This design comes from an exercise in tuning for small area, a short achievable clock period and few clock cycles on the open sky130 flow, not from production work.
Only simulation tests tie the RTL to the original design; equivalence was not proved.

===== design/flow/standard.sh =====
#!/bin/bash
# synth_recipe.tcl (not shown) runs the flow's synth.tcl, then flattens the netlist and writes it again
# the make line also repeats each setting of config.mk as NAME=value (left out here)
make -C /OpenROAD-flow-scripts/flow DESIGN_CONFIG=/design/flow/config.mk WORK_HOME=/design/flow/orfs CLKGATE_MAP_FILE= SYNTH_SCRIPT=/design/flow/synth_recipe.tcl "${@:-finish}"

===== design/flow/flow/run.sh =====
#!/bin/bash
# The standard layout, with the ports buffered by buf_2 cells instead of
# the delay cells buffer_ports picks by default, and clock tree synthesis
# without dummy loads. Each step's output goes to a log of its own in this
# folder (ORFS also keeps its per-step logs in orfs/logs).
set -euo pipefail
BUF='BUFFER_PORTS_ARGS=-buffer_cell sky130_fd_sc_hd__buf_2'
CTS='CTS_ARGS=-sink_clustering_enable -repair_clock_nets -sink_clustering_size 25 -buf_list sky130_fd_sc_hd__clkbuf_8 -dont_use_dummy_load'
bash standard.sh synth > synth.log 2>&1
bash standard.sh "$BUF" floorplan > floorplan.log 2>&1
bash standard.sh "$BUF" place > place.log 2>&1
bash standard.sh "$BUF" "$CTS" cts > cts.log 2>&1
bash standard.sh "$BUF" "$CTS" route > route.log 2>&1
bash standard.sh "$BUF" "$CTS" finish > finish.log 2>&1

===== design/flow/design.v =====
module divider (
    input div_clk, reset,
    input div,
    input div_signed,
    input [31:0] x, y,
    input use_mod,
    output [31:0] div_result,
    output div_ok
);
    localparam IDLE = 2'd0, NORM = 2'd1, ITER = 2'd2, DONE = 2'd3;
    reg  [1:0]  state;
    reg         done;
    reg  [32:0] V;       
    reg  [32:0] D;       
    reg  [31:0] A;       
    reg         xneg, qneg, mod, sub;
    assign div_ok     = done;
    assign div_result = mod ? V[31:0] : A;
    wire        sx = div_signed & x[31];
    wire        sy = div_signed & y[31];
    wire [31:0] xu = sx ? {~x[30:0], 1'b1} : x;
    wire [31:0] yu = sy ? {~y[31:1], 1'b1} : y;      
    wire [5:0]  xz_in, yz_in;
    wire        xall0, yall0;
    lzc32 lzx (.a(xu), .z(xz_in), .all0(xall0));
    lzc32 lzy (.a(yu), .z(yz_in), .all0(yall0));
    reg  [5:0]  ncx, cy;   
    wire [6:0]  dd = {1'b0, cy} + {1'b1, ncx} + 7'd1;   
    wire        trivial = dd[6] | cy[5];      
    wire [32:0] s1  = dd[0] ? {D[31:0],   sub}        : D;
    wire [32:0] s2  = dd[1] ? {s1[30:0],  {2{sub}}}   : s1;
    wire [32:0] s3  = dd[2] ? {s2[28:0],  {4{sub}}}   : s2;
    wire [32:0] s4  = dd[3] ? {s3[24:0],  {8{sub}}}   : s3;
    wire [32:0] Dsh = dd[4] ? {s4[16:0],  {16{sub}}}  : s4;
    wire        fast;
    msb_less lt (.a(xu), .b(yu), .lt(fast));
    wire [33:0] Tc = {1'b0, V[31:0], 1'b1} + {1'b0, D[31:0], sub};
    wire        c32 = Tc[33];
    wire [32:0] T = {V[32] ^ D[32] ^ c32, Tc[32:1]};
    wire [32:0] zs = (V ^ D) ^ {(V[31:0] | D[31:0]), 1'b0};
    wire        Z  = sub ? (V == ~D) : ~|zs;
    wire        acc = xneg ? ((V[32] ^ c32) | Z) : c32;
    always @(posedge div_clk) begin
        if (reset) begin
            state <= IDLE;
            done  <= 1'b0;
        end else begin
            case (state)
                IDLE: if (div) begin
                          if (fast) begin
                              state <= DONE;
                              done  <= 1'b1;
                          end else
                              state <= NORM;
                      end
                NORM: if (trivial) begin
                          state <= DONE;
                          done  <= 1'b1;
                      end else
                          state <= ITER;
                ITER: if (cy[4:0] == 5'd0) begin
                          state <= DONE;
                          done  <= 1'b1;
                      end
                DONE: begin
                          state <= IDLE;
                          done  <= 1'b0;
                      end
            endcase
        end
    end
    always @(posedge div_clk) begin
        xneg <= div_signed & x[31];
        sub  <= ~(div_signed & (x[31] ^ y[31]));
        mod  <= use_mod;
        ncx  <= ~xz_in;
        case (state)
            IDLE: begin
                V    <= {div_signed & x[31], x};
                D    <= {div_signed & y[31], y} ^ {33{~(div_signed & (x[31] ^ y[31]))}};
                qneg <= div_signed & (x[31] ^ y[31]);
                cy   <= yz_in;
                A    <= 32'd0;
            end
            NORM: begin
                if (qneg & acc) V <= T;
                qneg <= qneg & acc;
                A    <= {32{qneg & acc}};
                D   <= Dsh;
                cy  <= {1'b0, dd[4:0]};
            end
            default: begin
                if (acc) V <= T;
                A    <= {A[30:0], acc ^ qneg};
                D   <= {D[32], D[32:1]};
                cy  <= cy - 6'd1;
            end
        endcase
    end
endmodule
module lzc32 (
    input  [31:0] a,
    output [5:0]  z,
    output        all0
);
    wire [15:0] v1; wire [15:0] c1;           
    wire [7:0]  v2; wire [15:0] c2;           
    wire [3:0]  v3; wire [11:0] c3;           
    wire [1:0]  v4; wire [7:0]  c4;           
    genvar i;
    generate
        for (i = 0; i < 16; i = i + 1) begin : g1
            assign v1[i] = a[2*i+1] | a[2*i];
            assign c1[i] = ~a[2*i+1];
        end
        for (i = 0; i < 8; i = i + 1) begin : g2
            assign v2[i] = v1[2*i+1] | v1[2*i];
            assign c2[2*i+1:2*i] = v1[2*i+1] ? {1'b0, c1[2*i+1]} : {1'b1, c1[2*i]};
        end
        for (i = 0; i < 4; i = i + 1) begin : g3
            assign v3[i] = v2[2*i+1] | v2[2*i];
            assign c3[3*i+2:3*i] = v2[2*i+1] ? {1'b0, c2[4*i+3:4*i+2]} : {1'b1, c2[4*i+1:4*i]};
        end
        for (i = 0; i < 2; i = i + 1) begin : g4
            assign v4[i] = v3[2*i+1] | v3[2*i];
            assign c4[4*i+3:4*i] = v3[2*i+1] ? {1'b0, c3[6*i+5:6*i+3]} : {1'b1, c3[6*i+2:6*i]};
        end
    endgenerate
    assign all0 = ~(v4[1] | v4[0]);
    assign z = all0 ? 6'd32 : (v4[1] ? {2'b00, c4[7:4]} : {2'b01, c4[3:0]});
endmodule
module msb_less (
    input  [31:0] a, b,
    output        lt
);
    wire [15:0] a1, b1, l1;
    wire [7:0]  a2, b2, l2;
    wire [3:0]  a3, b3, l3;
    wire [1:0]  a4, b4, l4;
    genvar i;
    generate
        for (i = 0; i < 16; i = i + 1) begin : g1
            assign a1[i] = a[2*i+1] | a[2*i];
            assign b1[i] = b[2*i+1] | b[2*i];
            assign l1[i] = (a[2*i+1] | b[2*i+1]) ? ~a[2*i+1] : (b[2*i] & ~a[2*i]);
        end
        for (i = 0; i < 8; i = i + 1) begin : g2
            assign a2[i] = a1[2*i+1] | a1[2*i];
            assign b2[i] = b1[2*i+1] | b1[2*i];
            assign l2[i] = (a1[2*i+1] | b1[2*i+1]) ? l1[2*i+1] : l1[2*i];
        end
        for (i = 0; i < 4; i = i + 1) begin : g3
            assign a3[i] = a2[2*i+1] | a2[2*i];
            assign b3[i] = b2[2*i+1] | b2[2*i];
            assign l3[i] = (a2[2*i+1] | b2[2*i+1]) ? l2[2*i+1] : l2[2*i];
        end
        for (i = 0; i < 2; i = i + 1) begin : g4
            assign a4[i] = a3[2*i+1] | a3[2*i];
            assign b4[i] = b3[2*i+1] | b3[2*i];
            assign l4[i] = (a3[2*i+1] | b3[2*i+1]) ? l3[2*i+1] : l3[2*i];
        end
    endgenerate
    assign lt = (a4[1] | b4[1]) ? l4[1] : l4[0];
endmodule

===== design/flow/constraint.sdc =====
create_clock -name core_clock -period 8.0 [get_ports {div_clk}]
set_input_delay 1.6000 -clock core_clock [delete_from_list [all_inputs] [get_ports {div_clk}]]
set_output_delay 1.6000 -clock core_clock [all_outputs]
set_load 0.01 [all_outputs]

===== design/flow/config.mk =====
export PLATFORM = sky130hd
export DESIGN_NAME = divider
export DESIGN_NICKNAME = divider
export VERILOG_FILES = /design/flow/design.v
export SDC_FILE = /design/flow/constraint.sdc
export NUM_CORES = 4
export LEC_CHECK = 0
export ABC_AREA = 1
export CAP_MARGIN = 20
export CORE_MARGIN = 2
export CORE_UTILIZATION = 40
export CTS_BUF_LIST = sky130_fd_sc_hd__clkbuf_8
export CTS_CLUSTER_SIZE = 25
export SETUP_SLACK_MARGIN = 4.7
export SLEW_MARGIN = 20

==> impl_metrics.py, run 1 <==
metrics = {
    "clock_tree": {
        "cts.sinks": 117,
        "htree_levels": 4,
        "cts_tree": "built",
        "clockBufferDepth": 2,
        "clk_latency_ps": 470,
        "clk_pin_slew_ps": 80,
        "cts_root_buffer": "clkbuf_8",
        "cts_inserted_buffers": 17,
    },
    "critical_path": {
        "cpMostUsedCell": "nand2_1",
        "critPathKind": "reg -> reg",
        "crit_family": "simple AND/OR/NAND/NOR gates",
        "slowest_delay_ps": 450,
        "crit_chain": "inv_1, ha_2, nand2_2, nand4_1, nor3_4, nand4_1, nor2_2, nand2_1, nand2_1, nand2_1, nand2_1, ha_2, or2_2, nand2_4, inv_8",
        "required_ps": 8140,
        "cp-start-kind": "flip-flop",
        "end_kind": "flip-flop",
        "arrival_ps": 3380,
        "cp_slowest_cell": "edfxtp_1",
        "path_buf_inv": 2,
        "cp_max_fo": 16,
    },
    "logic_synthesis": {
        "ys_types": 53,
        "seq_area_frac_synth_pct": 23.1,
        "yosys.area.top_type_share_pct": 16.8,
        "ys.warnings.count": 1,
        "synth_area_leaders": "nand2_1, dfxtp_1, o21ai_0",
        "yosysMostFrequentCell": "nand2_1",
        "ys_ff_latch": 117,
        "synth_area_sq_um": 11700,
        "synth_common_cells": "nand2_1, inv_1, o21ai_0",
        "async_flop_share_pct": 0,
        "synth_top_area_cell": "nand2_1",
        "syn-num-nets": 2062,
        "synth_edf_count": 36,
        "synthCells": 1915,
        "synth.avg_cell_area_sq_um": 6.12,
        "synth-main-ff-cell": "dfxtp_1",
    },
    "final_layout": {
        "fill_cells": 3105,
        "n_antenna_cell": 0,
        "drive_gt1_share_pct": 13.8,
        "nNetsFinal": 2133,
        "design_area_sq_um": 13300,
        "area_growth_pct": 13.3,
        "utilization_pct": 46.1,
    },
    "timing": {
        "rsz0062_at_grt": "true",
        "fmax_ghz": 0.308,
        "worst_pin_slew_ps": 847,
        "setup_viol": 0,
        "hold_violations": 0,
        "setup_tns_ps": 0,
        "finClkSkew_ps": 37.1,
        "finalMaxSlewViolations": 0,
        "max_slew_margin_pct": 43.5,
        "min_period_over_period_pct": 40.5,
        "period_minus_slack_ps": 3240,
    },
    "global_route": {
        "use_met3_pct": 4.13,
        "grt_overflow": 0,
        "met2_usage_pct": 47.1,
        "grt_pass1_wl_um": 68700,
        "busiest_layer": "met2",
        "grt_util_all_layers_pct": 29.2,
        "antenna_found_initial": 1,
        "grt_max_degree": 76,
        "grt_pass1_vias": 11900,
        "grtUsageMet1_pct": 39.6,
    },
    "drt": {
        "post-route-drc-count": 0,
        "routedWlPerCell_um": 19.4,
        "vias_per_cell": 5.52,
        "drt_iter0_drc": 1219,
        "wl_um": 46000,
        "vias": 13100,
        "firstDrtPassIters": 5,
        "ant_nets": 0,
    },
    "hold_path": {
        "hold_class": "reg -> reg",
    },
    "floorplanning": {
        "die_area_sq_um": 30700,
        "io_pins": 102,
        "core_sq_um": 28800,
        "die_h_um": 175,
        "die_x_um": 175,
        "rows": 62,
        "start_util_pct": 40.7,
    },
    "placed_design": {
        "placed_cell_area_sq_um": 12400,
        "io_buffers": 101,
        "place_congestion": 1.01,
        "post-dp-hpwl_um": 36000,
    },
    "job": {
        "maxCapViolCount": 0,
    },
    "outcome": {
        "status": "timing/DRC/antenna clean",
    },
}
## state kept, by name, indices dropped and copies added, names as in the netlist
name / flops
A: 32
done: 1
sub: 1
D: 33
mod: 1
xneg: 1
state: 2
cy: 6
qneg: 1
V: 33
ncx: 6
## metal layers
metal,up-vias,wire (um)
li1,6419,-
met1,6041,19900
met2,537,20700
met3,78,3660
met4,2,1760
met5,-,11
## tightest hold or removal path, delay by kind of cell, from the launching register on
kind                   cells  cell delay [ps]
flip-flops                 1              300
AO/OA/AOI/OAI              1               70
buffers and inverters      1               50
## through the flow
step,instances,hold slack (ps),setup slack [ps]
final,2368,452,4760
after global routing,2368,488,4680
after CTS,2351,449,4680
after detailed placement,2326,462,3350
after global placement,2325,450,3300
after floorplan,1915,446,4810
## final cells by class
cell class	instances	area, sq um	area share [%]
inverters	270	1040	7.81
well taps	384	480	3.62
multi-input cells	1444	7990	60.1
repair buffers	135	808	6.09
repair inverters	1	11.3	0.0848
flip-flops and latches	117	2720	20.5
clock buffers	17	234	1.76
## placed cells by master (no fill, tap or decap), types with 12 or more instances in the layout
master    instances
buf_2            98
a21oi_1         110
nand2_1         515
xnor2_1          16
o21ai_1          20
buf_4            33
o21ai_0         253
dfxtp_2          14
nor3_1           12
or2_2            26
ha_2             12
a31oi_1          13
xor2_1           17
nand3_1         116
clkbuf_8         17
edfxtp_1         36
nor2_1          106
mux2i_1          20
inv_1           259
dfxtp_1          67
o211ai_1         25
ha_4             13
ha_1             51
## worst paths after layout
kind	startpoint	endpoint	slack, ps	depth (start not counted)
hold / removal	A[18]	A[19]	450	2
setup reg to reg	D[31]	V[31]	4760	15
hold reg to reg	A[18]	A[19]	450	2
setup / recovery	D[31]	V[31]	4760	15
## logic make-up after synthesis
family / count (synthesis) / share of synthesized area [%]
buffers and inverters: 357 / 12.1
xor gates and xnor gates: 35 / 2.68
AOI/OAI and AO/OA: 485 / 22.8
muxes: 20 / 1.71
and+or+nand+nor: 823 / 29.2
DFF: 117 / 23.1
adders and majority gates: 78 / 8.46
## what timing repair did
action | CTS | global route
setup buffers | 7 | 14
resized for setup | 26 | 86
endpoints found under the hold margin | 0 | 0
pin swaps | 2 | 8
setup endpoints to repair | 115 | 119
cloned | 1 | 3
hold buffers | 0 | 0
Testbench counts, summed over its fixed seeds: cycles 30,551.
==> run 2, diff against run 1 <==
--- a/design/flow/config.mk
+++ b/design/flow/config.mk
@@ -12,4 +12,4 @@
 export CTS_BUF_LIST = sky130_fd_sc_hd__clkbuf_8
 export CTS_CLUSTER_SIZE = 25
-export SETUP_SLACK_MARGIN = 4.7
+export SETUP_SLACK_MARGIN = 4.8
 export SLEW_MARGIN = 20
==> run 2 against run 1 <==
Cell area rose by 0.96%; register-to-register slack improved by 110 ps; synthesized area did not move.
==> impl_metrics.py, run 2 <==
metrics = {
    "logic_synthesis": {
        "ys.warnings.count": 1,
        "synth.avg_cell_area_sq_um": 6.12,
        "async_flop_share_pct": 0,
        "yosys.area.top_type_share_pct": 16.8,
        "synth_area_leaders": "nand2_1, dfxtp_1, o21ai_0",
        "ys_types": 53,
        "synth_edf_count": 36,
        "synth_common_cells": "nand2_1, inv_1, o21ai_0",
        "synth-main-ff-cell": "dfxtp_1",
        "ys_ff_latch": 117,
        "synth_area_sq_um": 11700,
        "synth_top_area_cell": "nand2_1",
        "seq_area_frac_synth_pct": 23.1,
        "yosysMostFrequentCell": "nand2_1",
        "syn-num-nets": 2062,
        "synthCells": 1915,
    },
    "floorplanning": {
        "die_area_sq_um": 30700,
        "core_sq_um": 28800,
        "start_util_pct": 40.7,
        "rows": 62,
        "die_x_um": 175,
        "die_h_um": 175,
        "io_pins": 102,
    },
    "critical_path": {
        "cp_slowest_cell": "edfxtp_1",
        "required_ps": 8150,
        "cp-start-kind": "flip-flop",
        "critPathKind": "reg -> reg",
        "crit_chain": "inv_1, ha_2, nand2_2, nand4_1, nor3_4, nand4_1, nor2_2, nand2_1, nand2_1, nand2_1, nand2_1, ha_1, or2_4, nand2_8, inv_12",
        "cp_max_fo": 16,
        "end_kind": "flip-flop",
        "arrival_ps": 3280,
        "slowest_delay_ps": 390,
        "cpMostUsedCell": "nand2_1",
    },
    "timing": {
        "setup_tns_ps": 0,
        "finClkSkew_ps": 37.8,
        "finalMaxSlewViolations": 0,
        "hold_violations": 0,
        "rsz0062_at_grt": "true",
        "fmax_ghz": 0.319,
        "setup_viol": 0,
        "min_period_over_period_pct": 39.1,
        "worst_pin_slew_ps": 854,
        "hold_ws_ps": 455,
        "max_slew_margin_pct": 43.1,
        "period_minus_slack_ps": 3130,
    },
    "final_layout": {
        "area_growth_pct": 14.4,
        "n_antenna_cell": 0,
        "reg_top3": "D (33), V (33), A (32)",
        "nNetsFinal": 2139,
        "finalNonFillerCells": 2374,
        "drive_gt1_share_pct": 14.4,
        "layout_commonest_cell": "nand2_1",
        "layout_common_cells": "nand2_1, inv_1, o21ai_0, nand3_1, a21oi_1",
        "fill_cells": 3090,
    },
    "placed_design": {
        "post-dp-hpwl_um": 36000,
        "io_buffers": 101,
        "place_congestion": 1.01,
        "dp_cells": 2326,
    },
    "drt": {
        "firstDrtPassIters": 7,
        "post-route-drc-count": 0,
        "drt_iter0_drc": 1240,
        "vias": 13100,
        "routedWlPerCell_um": 19.5,
        "vias_per_cell": 5.53,
        "ant_nets": 0,
        "wl_um": 46300,
    },
    "clock_tree": {
        "clk_pin_slew_ps": 70,
        "cts_tree": "built",
        "htree_levels": 4,
        "cts.sinks": 117,
        "cts_root_buffer": "clkbuf_8",
        "clockBufferDepth": 2,
        "cts_inserted_buffers": 17,
        "clk_latency_ps": 470,
        "cts_hold_buf": 0,
    },
    "outcome": {
        "status": "timing/DRC/antenna clean",
    },
    "global_route": {
        "grt_pass1_vias": 12100,
        "grt_pass1_wl_um": 70000,
        "grt_util_all_layers_pct": 29.8,
        "antenna_found_initial": 1,
        "grt_max_degree": 76,
        "grt_overflow": 0,
    },
    "job": {
        "maxCapViolCount": 0,
    },
    "hold_path": {
        "hold_class": "reg -> reg",
    },
}
==> run 2: area by class of cell <==
| cell class | instances | area [sq um] | area share, % |
|---|---|---|---|
| inverter | 270 | 1040 | 7.78 |
| sequential | 117 | 2720 | 20.3 |
| multi-input combinational | 1444 | 8040 | 60.0 |
| timing repair buffer | 141 | 868 | 6.48 |
| tap | 384 | 480 | 3.58 |
| clock buffer | 17 | 234 | 1.75 |
| timing repair inverter | 1 | 16.3 | 0.121 |
==> run 2: per-stage QoR <==
step / util, % / worst slack [ps] / area, sq um
final: 46.6 / 4870 / 13400
after floorplan: - / 4810 / 11700
after global routing: 46.6 / 4770 / 13400
after global placement: 43.1 / 3300 / 12400
after CTS: 45.5 / 4750 / 13100
after detailed placement: 43.2 / 3350 / 12400
==> run 2: kinds of logic (layout without fill, tap and decap cells) <==
logic type	Yosys count	count (layout)	synth area share, %
buffers and inverters	357	429	12.1
flip-flops	117	117	23.1
AND/OR/NAND/NOR	823	825	29.2
XOR/XNOR	35	35	2.68
AO/OA/AOI/OAI	485	486	22.8
adder cells (fa/ha/maj)	78	78	8.46
multiplexers	20	20	1.71
==> run 2: worst paths after layout <==
check | startpoint | to | slack [ps] | cells past startpoint
setup / recovery | V[31] | V[31] | 4870 | 15
hold / removal | A[18] | A[19] | 450 | 2
setup reg to reg | V[31] | V[31] | 4870 | 15
hold reg to reg | A[18] | A[19] | 450 | 2
==> run 2: what timing repair did <==
| action | 4_1_cts | 5_1_grt |
|---|---|---|
| endpoints found under the setup margin | 128 | 96 |
| cloned | 4 | 0 |
| setup buffers | 14 | 13 |
| pin swaps | 5 | 9 |
| resized for setup | 77 | 55 |
==> run 2: metal layers <==
layer	track usage, %	routed length (um)	share of wire, %
met5	0	11	0.024
met4	11.3	1600	3.4
met3	4.68	4100	8.9
met2	47.9	20900	45
met1	40.1	19600	42
==> run 2: critical path: cells and delay by family (launching register included) <==
| family | cells | cell delay [ps] |
|---|---|---|
| fa+ha+maj | 2 | 560 |
| buf+inv | 2 | 290 |
| flops | 1 | 390 |
| simple gates | 11 | 1580 |

[port drivers added, routing unchanged]
No port has a modelled driver above. Below, the same layouts with a new extraction and two added sets of constraints.
Step 1 sets driving cells, clkbuf_16 on the clock port and buf_2 on the other inputs (assumed; they add their load-dependent delay and slew).
Step 2, shift: input delay + t, output delay - t, t = (earliest + latest rising clock arrival at the registers) / 2. This alone moves slack from input paths to output paths.
Three values: ideal, step 1, step 2; two values: the first two.
| run | t, ns | slack for setup (ns) | worst hold slack (ns) | slew at the worst register clock pin (ns) | worst slew at a driven data input, ns |
|---|---|---|---|---|---|
| run 1 | 0.495 | 4.758 / 4.758 / 4.383 | 0.452 / 0.452 / 0.452 | 0.09 / 0.09 | 0.06 |
| run 2 | 0.501 | 4.869 / 4.836 / 4.422 | 0.455 / 0.455 / 0.455 | 0.09 / 0.09 | 0.06 |
After both steps every run listed still meets setup and hold. For run 2, which loses most, drivers alone change the setup slack by -0.033 ns; drivers and shift together by -0.447 ns.
